This is an optimization exercise on Yosys and OpenROAD, whose aim is small area, not a production implementation.
The RTL was checked by simulation tests, not by an equivalence proof against the original design.
The flow treats the clock pin as an ideal source, which a real chip does not have.

## TLP_Detector
module TLP_Detector #(parameter width = 8)
       (input clk,
	input reset,
	input [7:0] data_in,
	input datak,
	output reg [3:0] tlp_count,
	output [159:0] TLP,
	output MRd, output MWr, output IORd, output IOWr,
	output CfgRd0, output CfgWr0, output CfgRd1, output CfgWr1, output Cpl, output CplD
	);
Size: about 390 cells after synthesis, ~160 flip-flops, about 190 I/O pins, roughly 0.0043 mm² of cells after synthesis.
Settings: LEC_CHECK=0, CAP_MARGIN=20, CORE_MARGIN=2, CORE_UTILIZATION=40, SLEW_MARGIN=20; clock period 5.0 ns.
run.sh (not shown) runs the stock make flow with config.mk's settings and CLKGATE_MAP_FILE= SYNTH_SCRIPT=/design/flow/synth_recipe.tcl, a recipe that flattens the netlist after the stock synthesis.
Change:
==> flow/flow/run.sh (new file) <==
#!/bin/bash
set -euo pipefail
export CLK_FIX_SLEW_NS=0.100
bash standard.sh \
  "BUFFER_PORTS_ARGS=-buffer_cell sky130_fd_sc_hd__buf_1" \
  "CTS_ARGS=-sink_clustering_enable -repair_clock_nets -dont_use_dummy_load -sink_buffer_max_cap_derate 1.0 -root_buf sky130_fd_sc_hd__clkbuf_8 -buf_list sky130_fd_sc_hd__clkbuf_8" \
  "POST_CTS_TCL=$PWD/flow/fix_clk.tcl" \
  finish > standard_flow.log 2>&1
==> flow/flow/fix_clk.tcl (new file) <==
estimate_parasitics -placement
set slow_drivers {}
foreach pin [all_registers -clock_pins -edge_triggered] {
  set worst 0
  foreach edge {rise fall} {
    set s [get_property $pin slew_max_$edge]
    if {$s > $worst} { set worst $s }
  }
  if {$worst > $::env(CLK_FIX_SLEW_NS)} {
    set net [get_nets -of_objects $pin]
    foreach dp [get_pins -of_objects $net -filter "direction == output"] {
      set inst [get_property $dp full_name]
      set inst [string range $inst 0 [expr {[string last "/" $inst] - 1}]]
      if {[lsearch $slow_drivers $inst] < 0} { lappend slow_drivers $inst }
    }
  }
}
foreach inst $slow_drivers {
  set cell [get_property [get_cells $inst] ref_name]
  puts "fix_clk: $inst ($cell) -> sky130_fd_sc_hd__clkbuf_8"
  replace_cell [get_cells $inst] sky130_fd_sc_hd__clkbuf_8
}
if {[llength $slow_drivers] > 0} {
  detailed_placement
  estimate_parasitics -placement
}
==> flow/standard.sh (new file) <==
#!/bin/bash
# synth_recipe.tcl (not shown) runs the flow's synth.tcl, then flattens the netlist and writes it again
# the make line also repeats each setting of config.mk as NAME=value (left out here)
make -C /OpenROAD-flow-scripts/flow DESIGN_CONFIG=/design/flow/config.mk WORK_HOME=/design/flow/orfs CLKGATE_MAP_FILE= SYNTH_SCRIPT=/design/flow/synth_recipe.tcl "${@:-finish}"
CORE_UTILIZATION = 70   (was 40)
removed: flow/run.sh
Outcome: Critical path depth stays the same; fmax rises by 15%; wire length goes down by 10%; clock-buffer cell count decreases by 5.
Change:
==> flow/flow/run.sh (replaced) <==
#!/bin/bash
set -euo pipefail
bash standard.sh \
  "BUFFER_PORTS_ARGS=-buffer_cell sky130_fd_sc_hd__buf_1" \
  "CTS_ARGS=-sink_clustering_enable -repair_clock_nets -dont_use_dummy_load -sink_clustering_size 30 -root_buf sky130_fd_sc_hd__clkbuf_8 -buf_list sky130_fd_sc_hd__clkbuf_4" \
  finish > standard_flow.log 2>&1
ABC_AREA = 1   (was unset)
CORE_UTILIZATION = 85   (was 70)
removed: flow/flow/fix_clk.tcl
After rerunning:
- The new run died in global placement (3_3_place_gp), error GPL-0301
- synthesized cell count grows by roughly a tenth
- synthesized area grows by a few percent
Change:
==> flow/flow/run.sh (replaced) <==
#!/bin/bash
set -euo pipefail
export CLK_FIX_SLEW_NS=0.100
bash standard.sh \
  "BUFFER_PORTS_ARGS=-buffer_cell sky130_fd_sc_hd__buf_1" \
  "CTS_ARGS=-sink_clustering_enable -repair_clock_nets -dont_use_dummy_load -root_buf sky130_fd_sc_hd__clkbuf_8 -buf_list sky130_fd_sc_hd__clkbuf_4" \
  "POST_CTS_TCL=$PWD/flow/fix_clk.tcl" \
  finish > standard_flow.log 2>&1
==> flow/flow/fix_clk.tcl (new file) <==
estimate_parasitics -placement
set slow_drivers {}
foreach pin [all_registers -clock_pins -edge_triggered] {
  set worst 0
  foreach edge {rise fall} {
    set s [get_property $pin slew_max_$edge]
    if {$s > $worst} { set worst $s }
  }
  if {$worst > $::env(CLK_FIX_SLEW_NS)} {
    set net [get_nets -of_objects $pin]
    foreach dp [get_pins -of_objects $net -filter "direction == output"] {
      set inst [get_property $dp full_name]
      set inst [string range $inst 0 [expr {[string last "/" $inst] - 1}]]
      if {[lsearch $slow_drivers $inst] < 0} { lappend slow_drivers $inst }
    }
  }
}
foreach inst $slow_drivers {
  set cell [get_property [get_cells $inst] ref_name]
  puts "fix_clk: $inst ($cell) -> sky130_fd_sc_hd__clkbuf_8"
  replace_cell [get_cells $inst] sky130_fd_sc_hd__clkbuf_8
}
if {[llength $slow_drivers] > 0} {
  detailed_placement
  estimate_parasitics -placement
}
ABC_AREA = unset   (was 1)
CORE_UTILIZATION = 70   (was 85)
Effect: The new run completed without violations; area after synthesis is lower by 4.4%; synthesized cell count is lower by 11%.
Change:
==> flow/flow/run.sh (replaced) <==
#!/bin/bash
set -euo pipefail
bash standard.sh \
  "BUFFER_PORTS_ARGS=-buffer_cell sky130_fd_sc_hd__buf_1" \
  "CTS_ARGS=-sink_clustering_enable -repair_clock_nets -dont_use_dummy_load -sink_clustering_size 30 -root_buf sky130_fd_sc_hd__clkbuf_8 -buf_list sky130_fd_sc_hd__clkbuf_4" \
  finish > standard_flow.log 2>&1
ABC_AREA = 1   (was unset)
CORE_UTILIZATION = 85   (was 70)
PLACE_DENSITY = 0.85   (was unset)
removed: flow/flow/fix_clk.tcl
The new run failed in global placement (3_3_place_gp), error GPL-0301; synthesized cell count climbs by 13%; area after synthesis rose by about 4.6%.

[what the ideal ports hide]
The flow's constraints put no driver on any port. The routed layouts listed below were extracted and timed again, unchanged, in two steps. Step 1 (the two cells are an assumption about what drives the block):
set clk [get_ports {clk}]
set_driving_cell -lib_cell sky130_fd_sc_hd__clkbuf_16 $clk
set_driving_cell -lib_cell sky130_fd_sc_hd__buf_2 [delete_from_list [all_inputs] $clk]
Step 2, shift: input delay + t, output delay - t, t = (earliest + latest rising clock arrival at the registers) / 2. This alone moves slack from input paths to output paths. Slacks: ideal ports / drivers / drivers and shift; pairs: ideal ports / drivers.
| run | t, ns | setup WS [ns] | worst register clock-pin slew, ns | cell pins on the clock port's net |
|---|---|---|---|---|
| the first run | 0.534 | 1.327 / 1.298 / 1.831 | 0.06 / 0.06 | 1 |
| the second run | 0.434 | 1.811 / 1.782 / 2.216 | 0.08 / 0.08 | 1 |
| the fourth run | 0.414 | 1.806 / 1.779 / 2.193 | 0.09 / 0.09 | 1 |
After both steps every run listed still meets setup and hold.
